Context: an optimization exercise on an open-source flow, tuned for small area and a short achievable clock period. The choices shown serve that exercise and are no tape-out recipe. No functional check of the RTL was part of any run shown here.

==> flow/design.v, too long to show whole: its modules and the start of the top module <==
// module fmac: 817 lines
// module fmac_top: 35 lines
module fmac_top (
    input          i_clk,
    input          i_reset_n,
    input          i_sel,
    input  [7:0]   i_Act_E,
    input  [63:0]  i_Act_M,
    input  [7:0]   i_Weight_E,
    input  [63:0]  i_Weight_M,
    input  [7:0]   i_ACC_E,
    input  [23:0]  i_ACC_M,
    output [7:0]   o_Weight_E,
    output [63:0]  o_Weight_M,
    output [7:0]   o_Act_E,
    output [127:0] o_Act_M,
    output [7:0]   o_ACC_E,
    output [23:0]  o_ACC_M
);
  // ...
==> flow/flow/run.sh <==
#!/bin/bash
# Own layout flow: the standard ORFS flow (standard.sh) with these changes:
#  - synthesis leaves adders to ABC (no full/half-adder cell extraction),
#  - port buffers use the smallest buffer cell,
#  - timing repair aims at a setup slack margin of 8.7 ns.
# Each tool's full output stays in orfs/logs/; make's output in run_flow.log.
set -euo pipefail
bash standard.sh ADDER_MAP_FILE= \
  "BUFFER_PORTS_ARGS=-buffer_cell sky130_fd_sc_hd__buf_1" \
  "CTS_ARGS=-sink_clustering_enable -repair_clock_nets -buf_list sky130_fd_sc_hd__clkbuf_8 -dont_use_dummy_load" \
  SETUP_SLACK_MARGIN=8.7 finish > run_flow.log 2>&1
==> flow/standard.sh <==
#!/bin/bash
# synth_recipe.tcl (not shown) runs the flow's synth.tcl, then flattens the netlist and writes it again
# the make line also repeats each setting of config.mk as NAME=value (left out here)
make -C /OpenROAD-flow-scripts/flow DESIGN_CONFIG=/design/flow/config.mk WORK_HOME=/design/flow/orfs CLKGATE_MAP_FILE= SYNTH_SCRIPT=/design/flow/synth_recipe.tcl "${@:-finish}"
==> flow/config.mk <==
export PLATFORM = sky130hd
export DESIGN_NAME = fmac_top
export DESIGN_NICKNAME = fmac_top
export VERILOG_FILES = /design/flow/design.v
export SDC_FILE = /design/flow/constraint.sdc
export NUM_CORES = 4
export LEC_CHECK = 0
export ABC_AREA = 1
export CAP_MARGIN = 20
export CORE_MARGIN = 2
export CORE_UTILIZATION = 40
export CTS_BUF_LIST = sky130_fd_sc_hd__clkbuf_8
export PLACE_DENSITY = 0.75
export SLEW_MARGIN = 20
==> flow/constraint.sdc <==
create_clock -name core_clock -period 18.0 [get_ports {i_clk}]
set_input_delay 3.6000 -clock core_clock [delete_from_list [all_inputs] [get_ports {i_clk}]]
set_output_delay 3.6000 -clock core_clock [all_outputs]
set_load 0.01 [all_outputs]
==> metrics.md, run 1 <==
| Metric | Value |
|---|---|
| Crit-path most repeated cell | `nand2_1` |
| Multi-In Gates | `roughly 2.2k` |
| Total number of vias | `16.7k` |
| Fin area | `18,100 um^2` |
| Biggest regs | `u_fmac.o_Act_M x64, u_fmac.o_Weight_M x64, u_fmac.o_ACC_M x11` |
| Crit path largest cell delay | `0.45 ns` |
| Final Max Slew Viols | `0` |
| All-layer global routing usage | `0.199` |
| Post-synth top area share | `0.295` |
| CTS resizes | `0` |
| Die area | `41,600 um^2` |
| Layout cell share with drive strength beyond 1 | `0.0874` |
| CP Class | `in -> reg` |
| Outcome | `complete, no violations` |
| Worst Path Max Fanout | `8` |
| H-tree depth | `4` |
| Distinct cell type count after synthesis | `53` |
| Slowest cell on the critical path | `o21ai_0` |
| FP Rows | `73` |
| CTS tree | `yes` |
| Ports | `419` |
| Main combinational cell family by area after synthesis | `simple AND/OR/NAND/NOR gates` |
| Fin cells | `around 3.6k` |
| Post-CTS Repair Setup Buffers | `0` |
| Largest net degree at the start of global routing | `77` |
| Critical path capture point type | `register` |
| Longest Clk Path Bufs | `2` |
| Top_reg_cell synth | `dfrtp_1` |
| Nets | `between 3k and 4k` |
| Delay-heaviest family, CP | `simple AND/OR/NAND/NOR gates` |
| Final worst slack | `between 9 and 10 ns` |
| WP buf/inv | `3` |
| WL met3 | `2100 um` |
| Met1 GRT Util | `0.261` |
| Upper clock frequency limit | `114 MHz` |
==> run 2, diff against run 1 <==
--- a/flow/design.v
+++ b/flow/design.v
@@ -501,20 +501,20 @@
     wire s483 = x4_136 ^ x5_164 ^ x6_192;
     wire c484 = (x4_136 & x5_164) | (x6_192 & (x4_136 ^ x5_164));
     wire s485 = x7_220 ^ x8_248 ^ x9_276;
     wire c486 = (x7_220 & x8_248) | (x9_276 & (x7_220 ^ x8_248));
     wire s487 = x10_304 ^ x11_332 ^ x12_360;
     wire c488 = (x10_304 & x11_332) | (x12_360 & (x10_304 ^ x11_332));
     wire s489 = x13_388 ^ x14_416 ^ x15_444;
     wire c490 = (x13_388 & x14_416) | (x15_444 & (x13_388 ^ x14_416));
-    wire s491 = s467 ^ s469 ^ s471;
-    wire c492 = (s467 & s469) | (s471 & (s467 ^ s469));
-    wire s493 = s473 ^ c460 ^ s475;
-    wire c494 = (s473 & c460) | (s475 & (s473 ^ c460));
+    wire s491 = c460 ^ s467 ^ s469;
+    wire c492 = (c460 & s467) | (s469 & (c460 ^ s467));
+    wire s493 = s471 ^ s473 ^ s475;
+    wire c494 = (s471 & s473) | (s475 & (s471 ^ s473));
     wire s495 = c462 ^ s477 ^ s479;
     wire c496 = (c462 & s477) | (s479 & (c462 ^ s477));
     wire s497 = s481 ^ s483 ^ s485;
     wire c498 = (s481 & s483) | (s485 & (s481 ^ s483));
     wire s499 = s487 ^ s489 ^ s491;
     wire c500 = (s487 & s489) | (s491 & (s487 ^ s489));
     wire s501 = s493 ^ c464 ^ s495;
     wire c502 = (s493 & c464) | (s495 & (s493 ^ c464));
@@ -537,26 +537,26 @@
     wire s519 = x6_193 ^ x7_221 ^ x8_249;
     wire c520 = (x6_193 & x7_221) | (x8_249 & (x6_193 ^ x7_221));
     wire s521 = x9_277 ^ x10_305 ^ x11_333;
     wire c522 = (x9_277 & x10_305) | (x11_333 & (x9_277 ^ x10_305));
     wire s523 = x12_361 ^ x13_389 ^ x14_417;
     wire c524 = (x12_361 & x13_389) | (x14_417 & (x12_361 ^ x13_389));
     wire s525 = x15_445 ^ c492 ^ s507;
     wire c526 = (x15_445 & c492) | (s507 & (x15_445 ^ c492));
-    wire s527 = c494 ^ s509 ^ s511;
-    wire c528 = (c494 & s509) | (s511 & (c494 ^ s509));
-    wire s529 = s513 ^ c496 ^ c498;
-    wire c530 = (s513 & c496) | (c498 & (s513 ^ c496));
+    wire s527 = c494 ^ s509 ^ c496;
+    wire c528 = (c494 & s509) | (c496 & (c494 ^ s509));
+    wire s529 = c498 ^ s511 ^ s513;
+    wire c530 = (c498 & s511) | (s513 & (c498 ^ s511));
     wire s531 = s515 ^ s517 ^ s519;
     wire c532 = (s515 & s517) | (s519 & (s515 ^ s517));
-    wire s533 = s521 ^ s523 ^ s525;
-    wire c534 = (s521 & s523) | (s525 & (s521 ^ s523));
-    wire s535 = c500 ^ c502 ^ s527;
-    wire c536 = (c500 & c502) | (s527 & (c500 ^ c502));
+    wire s533 = s521 ^ s523 ^ c500;
+    wire c534 = (s521 & s523) | (c500 & (s521 ^ s523));
+    wire s535 = s525 ^ c502 ^ s527;
+    wire c536 = (s525 & c502) | (s527 & (s525 ^ c502));
     wire s537 = s529 ^ s531 ^ s533;
     wire c538 = (s529 & s531) | (s533 & (s529 ^ s531));
     wire s539 = c504 ^ s535 ^ s537;
     wire c540 = (c504 & s535) | (s537 & (c504 ^ s535));
     wire q541 = ~(o506 ^ c508);
     wire o542 = o506 | c508;
     wire s543 = c510 ^ q541 ^ c512;
     wire c544 = (c510 & q541) | (c512 & (c510 ^ q541));
@@ -569,62 +569,62 @@
     wire s551 = x8_250 ^ x9_278 ^ x10_306;
     wire c552 = (x8_250 & x9_278) | (x10_306 & (x8_250 ^ x9_278));
     wire s553 = x11_334 ^ x12_362 ^ x13_390;
     wire c554 = (x11_334 & x12_362) | (x13_390 & (x11_334 ^ x12_362));
     wire s555 = x14_418 ^ x15_446 ^ c516;
     wire c556 = (x14_418 & x15_446) | (c516 & (x14_418 ^ x15_446));
     wire s557 = c518 ^ c520 ^ c522;
     wire c558 = (c518 & c520) | (c522 & (c518 ^ c520));
-    wire s559 = c524 ^ c526 ^ s543;
-    wire c560 = (c524 & c526) | (s543 & (c524 ^ c526));
-    wire s561 = c528 ^ c530 ^ c532;
-    wire c562 = (c528 & c530) | (c532 & (c528 ^ c530));
+    wire s559 = c524 ^ c526 ^ c528;
+    wire c560 = (c524 & c526) | (c528 & (c524 ^ c526));
+    wire s561 = c530 ^ s543 ^ c532;
+    wire c562 = (c530 & s543) | (c532 & (c530 ^ s543));
     wire s563 = s545 ^ s547 ^ s549;
     wire c564 = (s545 & s547) | (s549 & (s545 ^ s547));
     wire s565 = s551 ^ s553 ^ s555;
     wire c566 = (s551 & s553) | (s555 & (s551 ^ s553));
     wire s567 = s557 ^ c534 ^ c536;
     wire c568 = (s557 & c534) | (c536 & (s557 ^ c534));
     wire s569 = s559 ^ s561 ^ s563;
     wire c570 = (s559 & s561) | (s563 & (s559 ^ s561));
     wire s571 = s565 ^ c538 ^ s567;
     wire c572 = (s565 & c538) | (s567 & (s565 ^ c538));
     wire s573 = s569 ^ c540 ^ s571;
     wire c574 = (s569 & c540) | (s571 & (s569 ^ c540));
     wire q575 = ~(o542 ^ c544);
     wire o576 = o542 | c544;
-    wire s577 = x0_27 ^ x1_55 ^ x2_83;
-    wire c578 = (x0_27 & x1_55) | (x2_83 & (x0_27 ^ x1_55));
-    wire s579 = x3_111 ^ x4_139 ^ x5_167;
-    wire c580 = (x3_111 & x4_139) | (x5_167 & (x3_111 ^ x4_139));
-    wire s581 = x6_195 ^ x7_223 ^ x8_251;
-    wire c582 = (x6_195 & x7_223) | (x8_251 & (x6_195 ^ x7_223));
-    wire s583 = x9_279 ^ x10_307 ^ x11_335;
-    wire c584 = (x9_279 & x10_307) | (x11_335 & (x9_279 ^ x10_307));
-    wire s585 = x12_363 ^ x13_391 ^ x14_419;
-    wire c586 = (x12_363 & x13_391) | (x14_419 & (x12_363 ^ x13_391));
-    wire s587 = x15_447 ^ c546 ^ c548;
-    wire c588 = (x15_447 & c546) | (c548 & (x15_447 ^ c546));
-    wire s589 = c550 ^ c552 ^ c554;
-    wire c590 = (c550 & c552) | (c554 & (c550 ^ c552));
-    wire s591 = c556 ^ c558 ^ q575;
-    wire c592 = (c556 & c558) | (q575 & (c556 ^ c558));
-    wire s593 = c560 ^ s577 ^ s579;
-    wire c594 = (c560 & s577) | (s579 & (c560 ^ s577));
-    wire s595 = s581 ^ s583 ^ s585;
-    wire c596 = (s581 & s583) | (s585 & (s581 ^ s583));
-    wire s597 = c562 ^ c564 ^ c566;
-    wire c598 = (c562 & c564) | (c566 & (c562 ^ c564));
+    wire s577 = c546 ^ c548 ^ c550;
+    wire c578 = (c546 & c548) | (c550 & (c546 ^ c548));
+    wire s579 = c552 ^ c554 ^ c556;
+    wire c580 = (c552 & c554) | (c556 & (c552 ^ c554));
+    wire s581 = c558 ^ q575 ^ x0_27;
+    wire c582 = (c558 & q575) | (x0_27 & (c558 ^ q575));
+    wire s583 = x1_55 ^ x2_83 ^ x3_111;
+    wire c584 = (x1_55 & x2_83) | (x3_111 & (x1_55 ^ x2_83));
+    wire s585 = x4_139 ^ x5_167 ^ x6_195;
+    wire c586 = (x4_139 & x5_167) | (x6_195 & (x4_139 ^ x5_167));
+    wire s587 = x7_223 ^ x8_251 ^ x9_279;
+    wire c588 = (x7_223 & x8_251) | (x9_279 & (x7_223 ^ x8_251));
+    wire s589 = x10_307 ^ x11_335 ^ x12_363;
+    wire c590 = (x10_307 & x11_335) | (x12_363 & (x10_307 ^ x11_335));
+    wire s591 = x13_391 ^ x14_419 ^ x15_447;
+    wire c592 = (x13_391 & x14_419) | (x15_447 & (x13_391 ^ x14_419));
+    wire s593 = c560 ^ c562 ^ c564;
+    wire c594 = (c560 & c562) | (c564 & (c560 ^ c562));
+    wire s595 = c566 ^ s577 ^ s579;
+    wire c596 = (c566 & s577) | (s579 & (c566 ^ s577));
+    wire s597 = s581 ^ s583 ^ s585;
+    wire c598 = (s581 & s583) | (s585 & (s581 ^ s583));
     wire s599 = s587 ^ s589 ^ s591;
     wire c600 = (s587 & s589) | (s591 & (s587 ^ s589));
-    wire s601 = c568 ^ s593 ^ s595;
-    wire c602 = (c568 & s593) | (s595 & (c568 ^ s593));
-    wire s603 = c570 ^ s597 ^ s599;
-    wire c604 = (c570 & s597) | (s599 & (c570 ^ s597));
+    wire s601 = c568 ^ c570 ^ s593;
+    wire c602 = (c568 & c570) | (s593 & (c568 ^ c570));
+    wire s603 = s595 ^ s597 ^ s599;
+    wire c604 = (s595 & s597) | (s599 & (s595 ^ s597));
     wire s605 = c572 ^ s601 ^ s603;
     wire c606 = (c572 & s601) | (s603 & (c572 ^ s601));
     wire q607 = ~(x0_28 ^ x1_56);
     wire o608 = x0_28 | x1_56;
     wire s609 = x2_84 ^ x3_112 ^ x4_140;
     wire c610 = (x2_84 & x3_112) | (x4_140 & (x2_84 ^ x3_112));
     wire s611 = x5_168 ^ x6_196 ^ x7_224;
     wire c612 = (x5_168 & x6_196) | (x7_224 & (x5_168 ^ x6_196));
@@ -633,32 +633,32 @@
     wire s615 = x11_336 ^ x12_364 ^ x13_392;
     wire c616 = (x11_336 & x12_364) | (x13_392 & (x11_336 ^ x12_364));
     wire s617 = x14_420 ^ x15_448 ^ o576;
     wire c618 = (x14_420 & x15_448) | (o576 & (x14_420 ^ x15_448));
     wire s619 = q607 ^ c578 ^ c580;
     wire c620 = (q607 & c578) | (c580 & (q607 ^ c578));
     wire s621 = c582 ^ c584 ^ c586;
     wire c622 = (c582 & c584) | (c586 & (c582 ^ c584));
-    wire s623 = s609 ^ s611 ^ s613;
-    wire c624 = (s609 & s611) | (s613 & (s609 ^ s611));
-    wire s625 = s615 ^ c588 ^ c590;
-    wire c626 = (s615 & c588) | (c590 & (s615 ^ c588));
-    wire s627 = c592 ^ s617 ^ c594;
-    wire c628 = (c592 & s617) | (c594 & (c592 ^ s617));
-    wire s629 = c596 ^ s619 ^ s621;
-    wire c630 = (c596 & s619) | (s621 & (c596 ^ s619));
-    wire s631 = s623 ^ c598 ^ s625;
-    wire c632 = (s623 & c598) | (s625 & (s623 ^ c598));
-    wire s633 = c600 ^ c602 ^ s627;
-    wire c634 = (c600 & c602) | (s627 & (c600 ^ c602));
-    wire s635 = s629 ^ s631 ^ c604;
-    wire c636 = (s629 & s631) | (c604 & (s629 ^ s631));
-    wire s637 = s633 ^ c606 ^ s635;
-    wire c638 = (s633 & c606) | (s635 & (s633 ^ c606));
+    wire s623 = c588 ^ c590 ^ c592;
+    wire c624 = (c588 & c590) | (c592 & (c588 ^ c590));
+    wire s625 = s609 ^ s611 ^ s613;
+    wire c626 = (s609 & s611) | (s613 & (s609 ^ s611));
+    wire s627 = s615 ^ s617 ^ c594;
+    wire c628 = (s615 & s617) | (c594 & (s615 ^ s617));
+    wire s629 = c596 ^ s619 ^ c598;
+    wire c630 = (c596 & s619) | (c598 & (c596 ^ s619));
+    wire s631 = c600 ^ s621 ^ s623;
+    wire c632 = (c600 & s621) | (s623 & (c600 ^ s621));
+    wire s633 = s625 ^ c602 ^ s627;
+    wire c634 = (s625 & c602) | (s627 & (s625 ^ c602));
+    wire s635 = c604 ^ s629 ^ s631;
+    wire c636 = (c604 & s629) | (s631 & (c604 ^ s629));
+    wire s637 = s633 ^ s635 ^ c606;
+    wire c638 = (s633 & s635) | (c606 & (s633 ^ s635));
     wire q639 = ~(nsg0_2 ^ nsg1_30);
     wire o640 = nsg0_2 | nsg1_30;
     wire s641 = nsg2_58 ^ nsg3_86 ^ nsg4_114;
     wire c642 = (nsg2_58 & nsg3_86) | (nsg4_114 & (nsg2_58 ^ nsg3_86));
     wire s643 = nsg5_142 ^ nsg6_170 ^ nsg7_198;
     wire c644 = (nsg5_142 & nsg6_170) | (nsg7_198 & (nsg5_142 ^ nsg6_170));
     wire s645 = nsg8_226 ^ nsg9_254 ^ nsg10_282;
     wire c646 = (nsg8_226 & nsg9_254) | (nsg10_282 & (nsg8_226 ^ nsg9_254));
@@ -671,42 +671,42 @@
     wire s653 = s647 ^ s649 ^ s651;
     wire c654 = (s647 & s649) | (s651 & (s647 ^ s649));
     wire s655 = s653 ^ o608 ^ c610;
     wire c656 = (s653 & o608) | (c610 & (s653 ^ o608));
     wire s657 = c612 ^ c614 ^ c616;
     wire c658 = (c612 & c614) | (c616 & (c612 ^ c614));
     wire s659 = c618 ^ c620 ^ c622;
     wire c660 = (c618 & c620) | (c622 & (c618 ^ c620));
-    wire s661 = c624 ^ s655 ^ s657;
-    wire c662 = (c624 & s655) | (s657 & (c624 ^ s655));
-    wire s663 = c626 ^ c628 ^ c630;
-    wire c664 = (c626 & c628) | (c630 & (c626 ^ c628));
-    wire s665 = s659 ^ s661 ^ c632;
-    wire c666 = (s659 & s661) | (c632 & (s659 ^ s661));
-    wire s667 = c634 ^ s663 ^ s665;
-    wire c668 = (c634 & s663) | (s665 & (c634 ^ s663));
-    wire s669 = c636 ^ s667 ^ c638;
-    wire c670 = (c636 & s667) | (c638 & (c636 ^ s667));
+    wire s661 = c624 ^ c626 ^ s655;
+    wire c662 = (c624 & c626) | (s655 & (c624 ^ c626));
+    wire s663 = s657 ^ c628 ^ c630;
+    wire c664 = (s657 & c628) | (c630 & (s657 ^ c628));
+    wire s665 = c632 ^ s659 ^ s661;
+    wire c666 = (c632 & s659) | (s661 & (c632 ^ s659));
+    wire s667 = c634 ^ s663 ^ c636;
+    wire c668 = (c634 & s663) | (c636 & (c634 ^ s663));
+    wire s669 = s665 ^ s667 ^ c638;
+    wire c670 = (s665 & s667) | (c638 & (s665 ^ s667));
     wire q671 = ~(o640 ^ c642);
     wire o672 = o640 | c642;
     wire s673 = c644 ^ c646 ^ c648;
     wire c674 = (c644 & c646) | (c648 & (c644 ^ c646));
     wire s675 = c650 ^ q671 ^ c652;
     wire c676 = (c650 & q671) | (c652 & (c650 ^ q671));
-    wire s677 = s673 ^ s675 ^ c654;
-    wire c678 = (s673 & s675) | (c654 & (s673 ^ s675));
+    wire s677 = s673 ^ c654 ^ s675;
+    wire c678 = (s673 & c654) | (s675 & (s673 ^ c654));
     wire s679 = s677 ^ c656 ^ c658;
     wire c680 = (s677 & c656) | (c658 & (s677 ^ c656));
     wire s681 = c660 ^ c662 ^ s679;
     wire c682 = (c660 & c662) | (s679 & (c660 ^ c662));
-    wire s683 = c664 ^ s681 ^ c666;
-    wire c684 = (c664 & s681) | (c666 & (c664 ^ s681));
-    wire s685 = c668 ^ s683 ^ c670;
-    wire c686 = (c668 & s683) | (c670 & (c668 ^ s683));
+    wire s683 = c664 ^ c666 ^ s681;
+    wire c684 = (c664 & c666) | (s681 & (c664 ^ c666));
+    wire s685 = s683 ^ c668 ^ c670;
+    wire c686 = (s683 & c668) | (c670 & (s683 ^ c668));
     wire q687 = ~(o672 ^ c674);
     wire o688 = o672 | c674;
     wire s689 = q687 ^ c676 ^ c678;
     wire c690 = (q687 & c676) | (c678 & (q687 ^ c676));
     wire s691 = s689 ^ c680 ^ c682;
     wire c692 = (s689 & c680) | (c682 & (s689 ^ c680));
     wire s693 = s691 ^ c684 ^ c686;
     wire c694 = (s691 & c684) | (c686 & (s691 ^ c684));
@@ -715,50 +715,74 @@
     wire s697 = q695 ^ c692 ^ c694;
     wire c698 = (q695 & c692) | (c694 & (q695 ^ c692));
     wire [10:0] X = {o696, s697, s693, s685, s669, s637, c574, s573, s539, s503, s463};
     wire [10:0] Y = {c698, 1'b0, 1'b0, 1'b0, 1'b0, 1'b0, s605, 1'b0, 1'b0, 1'b0, 1'b0};
     wire [10:0] cg = X & Y;
     wire [10:0] cp = X ^ Y;
     wire gg699 = cg[1] | (cp[1] & cg[0]);
     wire gp700 = cp[1] & cp[0];
-    wire gg701 = cg[3] | (cp[3] & cg[2]);
-    wire gp702 = cp[3] & cp[2];
-    wire gg703 = cg[5] | (cp[5] & cg[4]);
-    wire gp704 = cp[5] & cp[4];
-    wire gg705 = cg[7] | (cp[7] & cg[6]);
-    wire gp706 = cp[7] & cp[6];
-    wire gg707 = cg[9] | (cp[9] & cg[8]);
-    wire gp708 = cp[9] & cp[8];
-    wire gg709 = cg[2] | (cp[2] & gg699);
-    wire gp710 = cp[2] & gp700;
-    wire gg711 = gg701 | (gp702 & gg699);
-    wire gp712 = gp702 & gp700;
-    wire gg713 = cg[6] | (cp[6] & gg703);
-    wire gp714 = cp[6] & gp704;
-    wire gg715 = gg705 | (gp706 & gg703);
-    wire gp716 = gp706 & gp704;
-    wire gg717 = cg[10] | (cp[10] & gg707);
-    wire gp718 = cp[10] & gp708;
-    wire gg719 = cg[4] | (cp[4] & gg711);
-    wire gp720 = cp[4] & gp712;
-    wire gg721 = gg703 | (gp704 & gg711);
-    wire gp722 = gp704 & gp712;
-    wire gg723 = gg713 | (gp714 & gg711);
-    wire gp724 = gp714 & gp712;
-    wire gg725 = gg715 | (gp716 & gg711);
-    wire gp726 = gp716 & gp712;
-    wire gg727 = cg[8] | (cp[8] & gg725);
-    wire gp728 = cp[8] & gp726;
-    wire gg729 = gg707 | (gp708 & gg725);
-    wire gp730 = gp708 & gp726;
-    wire gg731 = gg717 | (gp718 & gg725);
-    wire gp732 = gp718 & gp726;
-    wire [10:0] T = {(cp[10] ^ gg729), (cp[9] ^ gg727), (cp[8] ^ gg725), (cp[7] ^ gg723), (cp[6] ^ gg721), (cp[5] ^ gg719), (cp[4] ^ gg711), (cp[3] ^ gg709), (cp[2] ^ gg699), (cp[1] ^ cg[0]), (cp[0])};
-    wire [10:0] U = {(cp[10] ^ (gg729 | gp730)), (cp[9] ^ (gg727 | gp728)), (cp[8] ^ (gg725 | gp726)), (cp[7] ^ (gg723 | gp724)), (cp[6] ^ (gg721 | gp722)), (cp[5] ^ (gg719 | gp720)), (cp[4] ^ (gg711 | gp712)), (cp[3] ^ (gg709 | gp710)), (cp[2] ^ (gg699 | gp700)), (cp[1] ^ (cg[0] | cp[0])), (~cp[0])};
+    wire gg701 = cg[2] | (cp[2] & cg[1]);
+    wire gp702 = cp[2] & cp[1];
+    wire gg703 = cg[3] | (cp[3] & cg[2]);
+    wire gp704 = cp[3] & cp[2];
+    wire gg705 = cg[4] | (cp[4] & cg[3]);
+    wire gp706 = cp[4] & cp[3];
+    wire gg707 = cg[5] | (cp[5] & cg[4]);
+    wire gp708 = cp[5] & cp[4];
+    wire gg709 = cg[6] | (cp[6] & cg[5]);
+    wire gp710 = cp[6] & cp[5];
+    wire gg711 = cg[7] | (cp[7] & cg[6]);
+    wire gp712 = cp[7] & cp[6];
+    wire gg713 = cg[8] | (cp[8] & cg[7]);
+    wire gp714 = cp[8] & cp[7];
+    wire gg715 = cg[9] | (cp[9] & cg[8]);
+    wire gp716 = cp[9] & cp[8];
+    wire gg717 = cg[10] | (cp[10] & cg[9]);
+    wire gp718 = cp[10] & cp[9];
+    wire gg719 = gg701 | (gp702 & cg[0]);
+    wire gp720 = gp702 & cp[0];
+    wire gg721 = gg703 | (gp704 & gg699);
+    wire gp722 = gp704 & gp700;
+    wire gg723 = gg705 | (gp706 & gg701);
+    wire gp724 = gp706 & gp702;
+    wire gg725 = gg707 | (gp708 & gg703);
+    wire gp726 = gp708 & gp704;
+    wire gg727 = gg709 | (gp710 & gg705);
+    wire gp728 = gp710 & gp706;
+    wire gg729 = gg711 | (gp712 & gg707);
+    wire gp730 = gp712 & gp708;
+    wire gg731 = gg713 | (gp714 & gg709);
+    wire gp732 = gp714 & gp710;
+    wire gg733 = gg715 | (gp716 & gg711);
+    wire gp734 = gp716 & gp712;
+    wire gg735 = gg717 | (gp718 & gg713);
+    wire gp736 = gp718 & gp714;
+    wire gg737 = gg723 | (gp724 & cg[0]);
+    wire gp738 = gp724 & cp[0];
+    wire gg739 = gg725 | (gp726 & gg699);
+    wire gp740 = gp726 & gp700;
+    wire gg741 = gg727 | (gp728 & gg719);
+    wire gp742 = gp728 & gp720;
+    wire gg743 = gg729 | (gp730 & gg721);
+    wire gp744 = gp730 & gp722;
+    wire gg745 = gg731 | (gp732 & gg723);
+    wire gp746 = gp732 & gp724;
+    wire gg747 = gg733 | (gp734 & gg725);
+    wire gp748 = gp734 & gp726;
+    wire gg749 = gg735 | (gp736 & gg727);
+    wire gp750 = gp736 & gp728;
+    wire gg751 = gg745 | (gp746 & cg[0]);
+    wire gp752 = gp746 & cp[0];
+    wire gg753 = gg747 | (gp748 & gg699);
+    wire gp754 = gp748 & gp700;
+    wire gg755 = gg749 | (gp750 & gg719);
+    wire gp756 = gp750 & gp720;
+    wire [10:0] T = {(cp[10] ^ gg753), (cp[9] ^ gg751), (cp[8] ^ gg743), (cp[7] ^ gg741), (cp[6] ^ gg739), (cp[5] ^ gg737), (cp[4] ^ gg721), (cp[3] ^ gg719), (cp[2] ^ gg699), (cp[1] ^ cg[0]), (cp[0])};
+    wire [10:0] U = {(cp[10] ^ (gg753 | gp754)), (cp[9] ^ (gg751 | gp752)), (cp[8] ^ (gg743 | gp744)), (cp[7] ^ (gg741 | gp742)), (cp[6] ^ (gg739 | gp740)), (cp[5] ^ (gg737 | gp738)), (cp[4] ^ (gg721 | gp722)), (cp[3] ^ (gg719 | gp720)), (cp[2] ^ (gg699 | gp700)), (cp[1] ^ (cg[0] | cp[0])), (~cp[0])};
     wire       sgn  = U[10];
     wire [9:0] mag  = sgn ? ~T[9:0] : U[9:0];
     wire       zero = &(X ^ Y);                 
     function automatic [3:0] lzc10(input [9:0] v);
         lzc10 = 4'd9;
         for (int k = 0; k < 10; k = k + 1)
             if (v[k]) lzc10 = 4'(9 - k);
     endfunction
==> run 2 against run 1 <==
Synthesized cell count decreased by 7.4%. Via count decreased by 7.3%. Non-clock buffer count increased by 5. Die area decreased by 4.5%. Still clean on timing, DRC and antenna. Routed wire length decreased by 5.7%. Cell area decreased by 3.0%. Highest routed layer unchanged. Critical endpoint is now u_fmac.o_ACC_E[7]$_DFF_PN0_. Synthesized area decreased by 4.6%. Critical path depth unchanged.
==> metrics.md, run 2 <==
| Metric | Value |
|---|---|
| CTS hold repair buffers | `0` |
| Finished Core Util | `0.468` |
| Top cells by area, synth | `dfrtp_1 (27%), nand2_1 (27%), nand3_1 (7.5%), inv_1 (7.1%), xor2_1 (4.9%)` |
| Post-layout min period | `8.74 ns` |
| Num CTS Buffers | `17` |
| Initial antenna violation count | `0` |
| TNS Setup | `0 ns` |
| GPL Wtd Cong | `0.922` |
| Vias/cell | `4.58` |
| DR iter-0 viols | `709` |
| RSZ-0062 raised after global routing | `false` |
| Biggest regs | `u_fmac.o_Act_M x64, u_fmac.o_Weight_M x64, u_fmac.o_ACC_M x11` |
| Total Routed Length | `just under 40,000 um` |
| Syn Std Cell Area | `roughly 15,000 um^2` |
| Hpwl dp | `32,700 um` |
| Largest net degree at the start of global routing | `72 (-6.5%)` |
| ANT cells | `0` |
| Post-Synthesis Cells | `about 2.5k` |
| Count leader, synth | `nand2_1` |
| Drt first pass iters | `7` |
| Final Max Slew Viols | `0 (unchanged)` |
| Critical path capture point type | `register` |
| Die area | `39,700 um^2 (-4.5%)` |
| Worst Path Max Fanout | `11 (+3)` |
| WP buf/inv | `6 (+3)` |
| Max_cap viols | `0` |
| Startpoint class of the critical path | `input port` |
| CP arrival | `9.13 ns` |
| Die Y | `around 200 um` |
| Tightest Pin Transition | `0.856 ns` |
| Seq/Total Area, Yosys | `0.267` |
| Fin. Hold Viols | `0` |
| Top_reg_cell synth | `dfrtp_1` |
| Final ANT Viol Nets | `0` |
| Outcome | `complete, no violations` |
| H-tree depth | `4 (unchanged)` |
| Layout cell share with drive strength beyond 1 | `0.0921 (+0.00466)` |
| DRC Markers | `0` |
| Nets | `3,059 (-6.1%)` |
| Commonest cells after routing, fill and taps aside | `nand2_1 (1,062), inv_1 (287), buf_1 (284)` |
| All-layer global routing usage | `0.197 (-0.00217)` |
| Initial Utilization | `0.406` |
| First-pass GRT wire length | `about 63,000 um` |
| Core Area | `37,600 um^2` |
| Period Utilization, post-route | `0.486` |
| Share of flip-flops with an asynchronous set or reset | `1.00` |
| Final setup vio count | `0` |
| IO Port Bufs | `308` |
| Post-synth top area share | `0.267 (-0.0276)` |
| Upper clock frequency limit | `114 MHz (+0.25%)` |
| CTS sink count | `approximately 160` |
| Total number of vias | `15.5k (-7.3%)` |
| Most frequent cells after synthesis | `nand2_1 (1,085), inv_1 (289), nand3_1 (230), nor2_1 (166), dfrtp_1 (163)` |
| Delay-heaviest family, CP | `simple AND/OR/NAND/NOR gates` |
| WHS | `3.02 ns` |
| Reg clk slew, reported paths | `0.07 ns` |
| Crit-path most repeated cell | `nand2_1` |
| Distinct cell type count after synthesis | `50 (-5.7%)` |
| Type of the tightest min-delay check | `in -> async` |
| WL per Instance | `11.6 um` |
| Longest Clk Path Bufs | `2 (unchanged)` |
| Area delta synth->final | `15.2%` |
| Vias in the first global route | `around 14k` |
| Area leader, netlist | `dfrtp_1` |
| CTS tree | `yes` |
| Ports | `419 (unchanged)` |
| YS warnings | `1` |
| Grt total ovfl | `0` |
| Slew Limit Headroom | `0.429` |
| Post-synth EDFFs | `0` |
| #FFs+latches synth | `around 160` |
| CP Class | `in -> reg` |
| Root buf cell | `clkbuf_8` |
| Critical Path RT | `between 15 and 20 ns` |
| Crit path largest cell delay | `0.27 ns (-0.18 ns)` |
| Die width | `199 um` |
| Slowest cell on the critical path | `or2_4` |
| FP Rows | `71 (-2.7%)` |
| Avg Inst Size Synth | `~6.0 um^2` |
| Most common cell after layout, fill and taps aside | `nand2_1` |
## run 2: timing repair
item | in CTS | in global routing
gates resized for setup | 0 | 123
setup endpoints to repair | 0 | 19
endpoints found under the hold margin | 0 | 0
setup buffers | 0 | 19
## run 2: through the flow
step	area, um^2	std cells	setup WS (ns)
after global placement	16700	3352	8.25
after floorplan	15500	2615	9.76
after global routing	17600	3389	8.64
after CTS	17000	3369	8.75
final	17600	3389	9.26
after detailed placement	16700	3352	8.23
## run 2: per-layer routing
| layer | up-vias | part of all wire | track usage |
|---|---|---|---|
| met5 | - | 0 | 0 |
| met3 | 39 | 0.047 | 0.0338 |
| met1 | 6742 | 0.46 | 0.253 |
| met4 | 0 | 0.018 | 0.0594 |
| met2 | 328 | 0.47 | 0.337 |
| li1 | 8400 | - | - |
## run 2: final cells by class
| class | instances | area [um^2] |
|---|---|---|
| inverters | 327 | 1230 |
| well taps | 511 | 639 |
| flip-flops and latches | 163 | 4080 |
| multi-input cells | 2042 | 10000 |
| clock buffers | 17 | 234 |
| repair buffers | 329 | 1360 |
| fillers | 3937 | 20000 |
## run 2: cell families after synthesis
| kind of cell | Yosys count | synth area share |
|---|---|---|
| simple gates | 1616 | 0.449 |
| flops | 163 | 0.267 |
| buf+inv | 411 | 0.121 |
| fa+ha+maj | 11 | 0.00722 |
| other cells | 1 | 0.000246 |
| compound gates | 214 | 0.0815 |
| xor+xnor | 119 | 0.0710 |
| mux | 4 | 0.00262 |
## run 2: how the worst max path moves through the flow
stage / startpoint / end / slack [ns] / cells after the start
floorplan: i_Weight_M[47] / u_fmac.o_ACC_E[7]$_DFF_PN0_ / 9.76 / 45
global placement: i_Act_M[48] / u_fmac.o_ACC_M[15]$_DFF_PN0_ / 8.25 / 41
detailed placement: i_Weight_M[48] / u_fmac.o_ACC_E[0]$_DFF_PN0_ / 8.23 / 44
CTS: i_Weight_M[48] / u_fmac.o_ACC_E[7]$_DFF_PN0_ / 8.75 / 42
global route: i_Act_M[47] / u_fmac.o_ACC_E[7]$_DFF_PN0_ / 8.64 / 57
finish: i_Weight_M[41] / u_fmac.o_ACC_E[7]$_DFF_PN0_ / 9.26 / 48

-- static timing again, ports no longer ideal --
The flow's constraints put no driver on any port. The routed layouts listed below were extracted and timed again, unchanged, in two steps. Step 1: set_driving_cell puts a clkbuf_16 on i_clk and a buf_2 on each other input, an assumption about the parent block. Step 2 times the ports against the registers' clock, not the clock port: input delays grow and output delays shrink by t, the midpoint of the rising clock arrivals with the driver on. Slacks: no drivers / after step 1 / after step 2; pairs: no drivers / after step 1.
| run | t, ns | setup slack, ns | worst slew at a driven data input, ns |
|---|---|---|---|
| run 1 | 0.552 | 9.236 / 9.251 / 8.699 | 0.05 |
| run 2 | 0.544 | 9.258 / 9.275 / 8.731 | 0.06 |
After both steps setup and hold are still met in every run listed. For run 1, which loses most, drivers alone change the setup slack by +0.015 ns; drivers and shift together by -0.537 ns.
